This design comes from an exercise in tuning for small area and a short achievable clock period on the open sky130 flow, not from production work. No run shown here included a check of the RTL's function; only the layout flow was run. Power figures rest on the tool's default switching activity, not on a simulated workload.

<file path="design/flow/design.v">
`default_nettype none
module free_list #(
    parameter LEN = 32 + 16,
    parameter LBITS = $clog2(LEN)
) (
    input wire i_clk,
    input wire i_rst_n,
    input wire [LBITS - 1:0] i_ret_p0,
    input wire [LBITS - 1:0] i_ret_p1,
    input wire [LBITS - 1:0] i_ret_p2,
    input wire [LBITS - 1:0] i_ret_p3,
    input wire [2:0] i_ret_count,
    input wire [2:0] i_req_count,
    output reg [LBITS - 1:0] o_req0,
    output reg [LBITS - 1:0] o_req1,
    output reg [LBITS - 1:0] o_req2,
    output reg [LBITS - 1:0] o_req3,
    output reg [2:0] o_req_count,
    output reg [LBITS - 1:0] o_avail_count
);
    localparam NN = LEN / 4;
    reg [LEN - 1:0] free;
    function automatic [3:0] tadd(input [3:0] x, input [3:0] y);
        begin
            tadd[0] = x[0] | y[0];
            tadd[1] = x[1] | y[1] | (x[0] & y[0]);
            tadd[2] = x[2] | y[2] | (x[0] & y[1]) | (x[1] & y[0]);
            tadd[3] = x[3] | y[3] | (x[0] & y[2]) | (x[1] & y[1]) | (x[2] & y[0]);
        end
    endfunction
    reg [3:0] ncnt [0:NN - 1];
    reg [3:0] pre [0:NN];
    reg [1:0] lpos [0:NN - 1][0:3];
    integer j, r, u, k;
    reg a, b, c, d;
    always @(*) begin
        for (j = 0; j < NN; j = j + 1) begin
            a = free[4 * j]; b = free[4 * j + 1]; c = free[4 * j + 2]; d = free[4 * j + 3];
            ncnt[j] = tadd(tadd({3'b0, a}, {3'b0, b}), tadd({3'b0, c}, {3'b0, d}));
            lpos[j][0] = a ? 2'd0 : b ? 2'd1 : c ? 2'd2 : 2'd3;
            lpos[j][1] = (a & b) ? 2'd1 : ((a | b) & c) ? 2'd2 : 2'd3;
            lpos[j][2] = (a & b & c) ? 2'd2 : 2'd3;
            lpos[j][3] = 2'd3;
        end
        pre[0] = 4'b0;
        for (j = 0; j < NN; j = j + 1) begin
            if (j % 3 == 0)
                pre[j + 1] = ncnt[j];
            else
                pre[j + 1] = tadd(pre[j], ncnt[j]);
        end
    end
    reg [3:0] gs [0:3];     
    reg [3:0] tb [0:NN];    
    always @(*) begin
        gs[0] = 4'b0;
        gs[1] = pre[3];
        gs[2] = tadd(pre[3], pre[6]);
        gs[3] = tadd(gs[2], pre[9]);
        for (j = 0; j < NN; j = j + 1)
            tb[j] = (j % 3 == 0) ? gs[j / 3] : tadd(gs[j / 3], pre[j]);
        tb[NN] = tadd(gs[3], pre[NN]);
    end
    reg [NN - 1:0] sel [0:3];
    reg [LBITS - 1:0] cand [0:3];
    reg [1:0] lp;
    reg [3:0] eq;   
    always @(*) begin
        for (k = 0; k < 4; k = k + 1) begin
            cand[k] = 0;
            for (j = 0; j < NN; j = j + 1) begin
                sel[k][j] = tb[j + 1][k] & ~tb[j][k];
                eq = {tb[j][2] & ~tb[j][3], tb[j][1] & ~tb[j][2], tb[j][0] & ~tb[j][1], ~tb[j][0]};
                lp = 2'd0;
                for (u = 0; u <= k; u = u + 1)
                    lp = lp | ({2{eq[u]}} & lpos[j][k - u]);
                cand[k] = cand[k] | ({LBITS{sel[k][j]}} & {j[3:0], lp});
            end
        end
    end
    wire [4:0] q = {i_req_count[2], i_req_count[2] | (i_req_count[1] & i_req_count[0]),
                    i_req_count[2] | i_req_count[1], i_req_count != 3'd0, 1'b1};
    reg [3:0] want;
    reg [LEN - 1:0] taken;
    always @(*) begin
        for (j = 0; j < NN; j = j + 1) begin
            eq = {tb[j][2] & ~tb[j][3], tb[j][1] & ~tb[j][2], tb[j][0] & ~tb[j][1], ~tb[j][0]};
            for (r = 0; r < 4; r = r + 1) begin
                want[r] = 1'b0;
                for (u = 0; u < 4; u = u + 1)
                    if (u + r + 1 <= 4)
                        want[r] = want[r] | (eq[u] & q[u + r + 1]);
            end
            a = free[4 * j]; b = free[4 * j + 1]; c = free[4 * j + 2]; d = free[4 * j + 3];
            taken[4 * j]     = a & want[0];
            taken[4 * j + 1] = b & (a ? want[1] : want[0]);
            taken[4 * j + 2] = c & ((a & b) ? want[2] : (a | b) ? want[1] : want[0]);
            taken[4 * j + 3] = d & ((a & b & c) ? want[3] : ((a & b) | (a & c) | (b & c)) ? want[2] :
                                    (a | b | c) ? want[1] : want[0]);
        end
    end
    wire r1 = i_ret_count != 3'd0;
    wire r2 = i_ret_count[2] | i_ret_count[1];
    wire r3 = i_ret_count[2] | (i_ret_count[1] & i_ret_count[0]);
    wire r4 = i_ret_count[2];
    reg [LEN - 1:0] ret;
    integer i;
    always @(*) begin
        for (i = 0; i < LEN; i = i + 1)
            ret[i] = (r1 & (i_ret_p0 == i)) | (r2 & (i_ret_p1 == i)) |
                     (r3 & (i_ret_p2 == i)) | (r4 & (i_ret_p3 == i));
    end
    always @(posedge i_clk, negedge i_rst_n) begin
        if (!i_rst_n) begin
            free <= {LEN{1'b1}};
            o_avail_count <= LEN;
            o_req_count <= 3'd0;
        end else begin
            free <= (free & ~taken) | ret;
            o_avail_count <= o_avail_count + i_ret_count - i_req_count;
            o_req_count <= i_req_count;
        end
    end
    always @(posedge i_clk) begin
        o_req0 <= cand[0];
        o_req1 <= cand[1];
        o_req2 <= cand[2];
        o_req3 <= cand[3];
    end
endmodule
</file>
<file path="design/flow/run.sh">
#!/bin/bash
# synth_recipe.tcl (not shown) runs the flow's synth.tcl, then flattens the netlist and writes it again
# the make line also repeats each setting of config.mk as NAME=value (left out here)
make -C /OpenROAD-flow-scripts/flow DESIGN_CONFIG=/design/flow/config.mk WORK_HOME=/design/flow/orfs CLKGATE_MAP_FILE= SYNTH_SCRIPT=/design/flow/synth_recipe.tcl finish
</file>
<file path="design/flow/config.mk">
export PLATFORM = sky130hd
export DESIGN_NAME = free_list
export DESIGN_NICKNAME = free_list
export VERILOG_FILES = /design/flow/design.v
export SDC_FILE = /design/flow/constraint.sdc
export NUM_CORES = 4
export LEC_CHECK = 0
export ABC_AREA = 1
export CAP_MARGIN = 20
export CORE_MARGIN = 2
export CORE_UTILIZATION = 40
export SETUP_SLACK_MARGIN = 0.2
export SLEW_MARGIN = 20
</file>
<file path="design/flow/constraint.sdc">
create_clock -name core_clock -period 7.0 [get_ports {i_clk}]
set_input_delay 1.4000 -clock core_clock [delete_from_list [all_inputs] [get_ports {i_clk}]]
set_output_delay 1.4000 -clock core_clock [all_outputs]
set_load 0.01 [all_outputs]
</file>
==> flow_summary.toml, run 1 <==
[critical_path]
cp.required_ns = 7.29
critPathMostFrequentCell = "nand2_1"
crit_chain = "clkdlybuf4s50_1, buf_4, clkinv_1, buf_4, nand2_1, nand2_1, inv_1, a21oi_1, nand2_1, nand2_1, o21ai_0, o21bai_1, nand3_1, nand2_1"
cpMaxStageDelayCell = "inv_1"
worstPathArrival_ns = 5.15
cp_slowest_stage_delay_ns = 0.78
endpoint_kind = "register"
cp_max_fo = 31
crit_type = "in -> reg"
worstSetupStartpointType = "input port"

[final_layout]
fillers = 2788
nets = 1856
n_antenna_cell = 0
drive_above_1_share = 0.0989
area_growth_pct = 12.5

[logic_synthesis]
synth-main-ff-cell = "dfstp_2"
avgSynthCellArea_um2 = 5.80
yosys_warnings = 12
synth_seq_cells = 81
synth-edff-count = 0
synth_nets = 1791
ys_types = 57
netlist_instances = 1750
ys_seq_area_frac = 0.194
ys_async_sr_fraction = 0.704
synth_area_um2 = 10100

[clock_network]
postCtsHoldBufs = 0
clock_sink_count = 81
post_cts_buffers = 0
htreeDepth = 3
cts_inserted_buffers = 9
clk_latency_ns = 0.37
clock-root-buffer = "clkbuf_16"
path_clk_slew_ns = 0.07
cts_buffer_depth = 2
cts_tree = "done"
ctsResizeCount = 0

[route]
ant_nets = 0
avgViaCountPerCell = 5.90
drt_drc_violations_left = 0
wire_per_inst_um = 20.7
firstDrtPassIters = 7
vias = 12676
wl_um = 44500
drt_iter0_drc = 1693

[timing]
fin_tns_setup_ns = 0
drv_slew = 0
max_slew_margin = 0.226
setup_violations = 0
tightest_slew_ns = 1.16
fin_worst_skew_ns = 0.0161
fin_crit_ns = 4.86
whs_ns = 0.505
fin_crit_sh = 0.694
max_freq_ghz = 0.206
rsz0062_at_grt = "no"
hold_violations = 0

[global_routing]
busiest_layer = "met2"
antenna_found_initial = 2
grt_pass1_wl_um = 68000
track_usage = 0.335
use_met1 = 0.473
grt_overflow_total = 0
use_met2 = 0.496
grt_pass1_vias = 11525
use_met3 = 0.0818
grt_max_degree = 58

[place]
hpwl_um = 35900
port_buffers = 64
place_congestion = 1.00

[floorplanning]
io_pins = 65
dieWidth_um = 163
die_y_um = 163
placementRows = 58
core_um2 = 25000
die_area_um2 = 26600
start_util = 0.405

[worst_hold_path]
hold_class = "reg -> reg"

[power_and_ir_drop]
power_density_nw_per_um2 = 537
p_leak_nw = 5.38
worst_ir_drop_vdd_mv = 0.340

[status]
status = "timing/DRC/antenna clean"

[flow_run]
drv_cap = 0
[stage by stage]
stage | util | cell area [um2] | power, mW | instances | setup WS (ns)
after detailed placement | 0.444 | 11100 | 5.47 | 2133 | 1.85
after global placement | 0.444 | 11100 | 5.47 | 2133 | 2.02
after global routing | 0.456 | 11400 | 6.61 | 2150 | 2.02
after floorplan | - | 10100 | 4.04 | 1750 | 3.81
after CTS | 0.456 | 11400 | 5.98 | 2149 | 2.21
final | 0.456 | 11400 | 6.13 | 2150 | 2.14
[worst max-delay path: cells and delay by family]
kind / cells / cell delay (ns)
AND/OR/NAND/NOR: 6 / 1.35
buffers and inverters: 5 / 1.99
AO/OA/AOI/OAI: 3 / 0.38
[cell families after synthesis]
kind of cell / Yosys count / synth area share
and+or+nand+nor: 936 / 0.417
AOI/OAI and AO/OA: 400 / 0.247
buffers and inverters: 319 / 0.124
DFF: 81 / 0.194
adders and majority gates: 9 / 0.0133
xor gates and xnor gates: 5 / 0.00432
[registers in the layout (all words and copies together), names as in the netlist]
signal	cells
free	48
o_avail_count	6
o_req0	6
o_req1	6
o_req2	6
o_req3	6
o_req_count	3
[Yosys cell counts, drive strengths merged (2+ instances only)]
cell type,number,share of area
nor3,42,0.022
nand3,110,0.058
o31ai,6,0.0044
o21ai,105,0.052
nor2,309,0.14
clkbuf,7,0.0026
buf,13,0.011
fa,3,0.0059
dfrtp,7,0.017
o221ai,21,0.018
a211oi,9,0.0067
clkinv,6,0.0022
a21oi,99,0.052
xor2,4,0.0035
nand2,447,0.18
nand4,24,0.015
a31oi,6,0.0037
o21bai,5,0.0037
dfxtp,24,0.047
a22oi,7,0.0052
a221oi,30,0.026
nand3b,2,0.0015
inv,293,0.11
ha,6,0.0074
o21a,3,0.0023
dfstp,50,0.13
a21boi,3,0.0022
o211ai,16,0.012
o2111ai,10,0.0086
o22ai,75,0.046
[layer usage]
layer  share of wire  vias up
met3            0.11       98
li1                -     5993
met1            0.43     5810
met2            0.42      773
met4           0.036        2
met5         0.00027        -
[layout by cell type (no fill, tap or decap), types with 40 or more instances in the layout]
| master | netlist | routed |
|---|---|---|
| nand3_1 | 106 | 106 |
| clkdlybuf4s50_1 | 0 | 63 |
| nor2_1 | 262 | 262 |
| dfstp_2 | 50 | 50 |
| a21oi_1 | 93 | 93 |
| o22ai_1 | 75 | 75 |
| nand2_1 | 420 | 420 |
| inv_1 | 277 | 277 |
| nor3_1 | 40 | 40 |
| o21ai_0 | 89 | 89 |
[power breakdown]
| group | switching [mW] | internal, mW | leakage, nW |
|---|---|---|---|
| clock | 0.244 | 0.247 | 0.135 |
| sequential | 0.107 | 0.686 | 0.801 |
| combinational | 3.41 | 1.44 | 4.45 |
| total | 3.76 | 2.37 | 5.38 |
[cell type report]
class | count | area, um2 | share of cell area
multi-input cells | 1350 | 6920 | 0.606
flip-flops and latches | 81 | 1970 | 0.173
inverters | 299 | 1120 | 0.0985
repair buffers | 74 | 711 | 0.0623
well taps | 330 | 413 | 0.0362
clock buffers | 9 | 225 | 0.0197
clock inverters | 7 | 57.6 | 0.00504
[final timing paths]
kind / startpoint / cells past startpoint / slack (ns) / to
worst max-delay path: i_req_count[2] / 14 / 2.14 / free[15]$_DFF_PN1_
worst min-delay path: free[15]$_DFF_PN1_ / 2 / 0.51 / free[15]$_DFF_PN1_
worst max register to register: free[2]$_DFF_PN1_ / 19 / 2.97 / o_req3[1]$_DFF_P_
worst min register to register: free[15]$_DFF_PN1_ / 2 / 0.51 / free[15]$_DFF_PN1_
max in group asynchronous: i_rst_n / 2 / 5.31 / o_avail_count[0]$_DFF_PN0_
min in group asynchronous: i_rst_n / 2 / 1.19 / o_avail_count[2]$_DFF_PN0_
==> run 2, diff against run 1 <==
--- a/design/flow/config.mk
+++ b/design/flow/config.mk
@@ -9,5 +9,5 @@
 export CAP_MARGIN = 20
 export CORE_MARGIN = 2
 export CORE_UTILIZATION = 40
-export SETUP_SLACK_MARGIN = 0.2
+export SETUP_SLACK_MARGIN = 4.2
 export SLEW_MARGIN = 20
==> run 2 against run 1 <==
  * Wire length grew 11%
  * Die area unchanged
  * Clock skew increased by 0.0016 ns
  * Highest routed layer unchanged
==> flow_summary.toml, run 2 <==
[status]
status = "timing/DRC/antenna clean"

[critical_path]
cp_max_fo = 10
crit_type = "reg -> reg"
worstSetupStartpointType = "register"
worstReg2RegStart = "free[24]$_DFF_PN1_"
rr_worst_depth = 20
r2r-end = "o_req3[1]$_DFF_P_"
worstPathArrival_ns = 3.25
rrSetupSlack_ns = 4.06
cp.required_ns = 7.31
cp-endpoint = "o_req3[1]$_DFF_P_"
endpoint_kind = "register"
critical_path.startpoint = "free[24]$_DFF_PN1_"

[floorplanning]
placementRows = 58
core_um2 = 25000
die_area_um2 = 26600
start_util = 0.405
io_pins = 65
die_y_um = 163
dieWidth_um = 163

[route]
wire_per_inst_um = 21.3
vias = 13887
drt_iter0_drc = 1768
drt_drc_violations_left = 0
firstDrtPassIters = 6
wl_um = 49300
ant_nets = 0
avgViaCountPerCell = 5.99

[global_routing]
use_met3 = 0.0739
grt_pass1_wl_um = 72300
grt_overflow_total = 0
track_usage = 0.356
grt_max_degree = 58
grt_pass1_vias = 12365
use_met1 = 0.506
busiest_layer = "met2"
use_met2 = 0.519
antenna_found_initial = 1

[logic_synthesis]
netlist_instances = 1750
ys_seq_area_frac = 0.194
synth_seq_cells = 81
yosys.area.top_type_share = 0.155
yosysMostFrequentCell = "nand2_1"
avgSynthCellArea_um2 = 5.80
ys_async_sr_fraction = 0.704
synth-main-ff-cell = "dfstp_2"
yosysTopAreaCell = "nand2_1"
synth_nets = 1791
netlist_top_cells_count = "420 x nand2_1, 277 x inv_1, 262 x nor2_1"
yosys_warnings = 12
ys_types = 57
synth_area_leaders = "nand2_1 16%, dfstp_2 13%, inv_1 10%, nor2_1 9.7%, nand3_1 5.2%"
synth-edff-count = 0
synth_area_um2 = 10100

[final_layout]
area_growth_pct = 44.3
largest_reg_flops = 48
mostFrequentLayoutCells = "353 x nand2_1, 233 x inv_1, 217 x nor2_1"
nets = 2024
drive_above_1_share = 0.317
multi_input_area_um2 = 8490
top_register = "free"
regArea_um2 = 1970
fin_cells = 2319
final_common_cell = "nand2_1"
fillers = 2455

[timing]
fin_tns_setup_ns = 0
hold_violations = 0
drv_slew = 0
rsz0062_at_grt = "yes"
tightest_slew_ns = 0.846
max_slew_margin = 0.436
max_freq_ghz = 0.340
fin_crit_ns = 2.94
setup_violations = 0
fin_worst_skew_ns = 0.0177
fin_crit_sh = 0.420
worst_slack_ns = 4.06

[clock_network]
clock_sink_count = 81
cts_inserted_buffers = 9
cts_buffer_depth = 2
postCtsHoldBufs = 0
path_clk_slew_ns = 0.08
htreeDepth = 3
clock-root-buffer = "clkbuf_16"
cts_tree = "done"
clk_latency_ns = 0.36

[power_and_ir_drop]
power_density_nw_per_um2 = 546
p_leak_nw = 6.77
worst_ir_drop_vdd_mv = 0.466
p_total_mw = 7.99

[place]
hpwl_um = 35800
place_ws_ns = 1.38
port_buffers = 64
place_congestion = 1.00
placedCellCount = 2131

[flow_run]
drv_cap = 0

[worst_hold_path]
hold_class = "reg -> reg"
[run 2: changes by cell type in the layout (fill, tap and decap cells not counted), moves of 27 or more]
cell | before | now
buf_4 | 9 | 145
nand2_1 | 420 | 353
nor2_1 | 262 | 217
inv_1 | 277 | 233
nor2_4 | 23 | 64
nand2_2 | 19 | 48
nand2_4 | 8 | 37
nand3_1 | 106 | 77
o21ai_0 | 89 | 61
inv_2 | 15 | 42
[run 2: worst min-delay path by stage]
stage,from,depth (start not counted),to,slack (ns)
floorplan,free[15]$_DFF_PN1_,2,free[15]$_DFF_PN1_,0.47
global placement,free[15]$_DFF_PN1_,2,free[15]$_DFF_PN1_,0.50
detailed placement,free[15]$_DFF_PN1_,2,free[15]$_DFF_PN1_,0.51
CTS,free[15]$_DFF_PN1_,2,free[15]$_DFF_PN1_,0.52
global route,free[11]$_DFF_PN1_,2,free[11]$_DFF_PN1_,0.55
finish,free[11]$_DFF_PN1_,2,free[11]$_DFF_PN1_,0.52
[run 2: critical path: stages (launching register included)]
cell and delay [ns]:
dfstp_2 0.40, nor2_4 0.24, nand2_8 0.15, nor2_8 0.15
inv_2 0.11, nor2_4 0.17, buf_4 0.14, nor2_4 0.04
nor2_4 0.19, nand2_8 0.14, buf_6 0.16, clkinv_8 0.04
o21ai_4 0.05, nor2_4 0.21, buf_4 0.16, nand2_4 0.04
nor2_4 0.20, nand2_2 0.09, nand2_4 0.09, inv_2 0.03
nand2_1 0.05
[run 2: power breakdown]
group	internal (mW)	leakage, nW	switching, mW	total (mW)
Clock	0.284	0.149	0.246	0.531
Sequential	0.686	0.801	0.117	0.803
Combinational	2.44	5.82	4.22	6.66
[run 2: repair_timing]
action | CTS | global route
resized for setup | 206 | 285
endpoints found under the hold margin | 0 | 0
setup buffers | 79 | 90
cloned | 2 | 0
pin swaps | 54 | 139
endpoints found under the setup margin | 75 | 59
[run 2: kinds of logic after synthesis]
kind of cell / count (synthesis) / share of synthesized area
flops: 81 / 0.194
xor+xnor: 5 / 0.00432
compound gates: 400 / 0.247
simple gates: 936 / 0.417
fa+ha+maj: 9 / 0.0133
buf+inv: 319 / 0.124
[run 2: cell type report]
| class | instances | share of cell area |
|---|---|---|
| tap | 330 | 0.0282 |
| sequential | 81 | 0.135 |
| timing repair buffer | 241 | 0.153 |
| clock inverter | 7 | 0.00556 |
| clock buffer | 9 | 0.0154 |
| multi-input combinational | 1351 | 0.580 |
| antenna | 1 | 0.000171 |
| inverter | 299 | 0.0839 |
[run 2: through the flow]
| step | hold slack (ns) | util | area (um2) |
|---|---|---|---|
| finish | 0.515 | 0.585 | 14600 |
| global route | 0.550 | 0.585 | 14600 |
| CTS | 0.524 | 0.516 | 12900 |
| detailed placement | 0.513 | 0.445 | 11100 |
| global placement | 0.496 | 0.445 | 11100 |
| floorplan | 0.474 | - | 10200 |
[run 2: metal layers]
| layer | vias up | share of wire |
|---|---|---|
| li1 | 6343 | - |
| met1 | 6448 | 0.42 |
| met2 | 928 | 0.42 |
| met3 | 166 | 0.11 |
| met4 | 2 | 0.050 |
| met5 | - | 0.00024 |

separate check: timing with driven ports:
Ports are ideal in the flow. The routed layouts listed here were re-timed in OpenROAD. Step 1: set_driving_cell puts a clkbuf_16 on i_clk and a buf_2 on each other input, an assumption about the parent block. Step 2 times the ports against the registers' clock, not the clock port: input delays grow and output delays shrink by t, the midpoint of the rising clock arrivals with the driver on. Three values: ideal, step 1, step 2; two values: the first two.
| run | shift t [ns] | setup WS [ns] | latest minus earliest clock arrival (ns) | worst register clock-pin slew, ns |
|---|---|---|---|---|
| run 1 | 0.405 | 2.140 / 2.163 / 1.758 | 0.016 / 0.016 | 0.08 / 0.08 |
| run 2 | 0.399 | 4.061 / 4.061 / 3.694 | 0.017 / 0.017 | 0.08 / 0.08 |
After both steps every run listed still meets setup and hold. For run 1, which loses most, drivers alone change the setup slack by +0.023 ns; drivers and shift together by -0.382 ns.
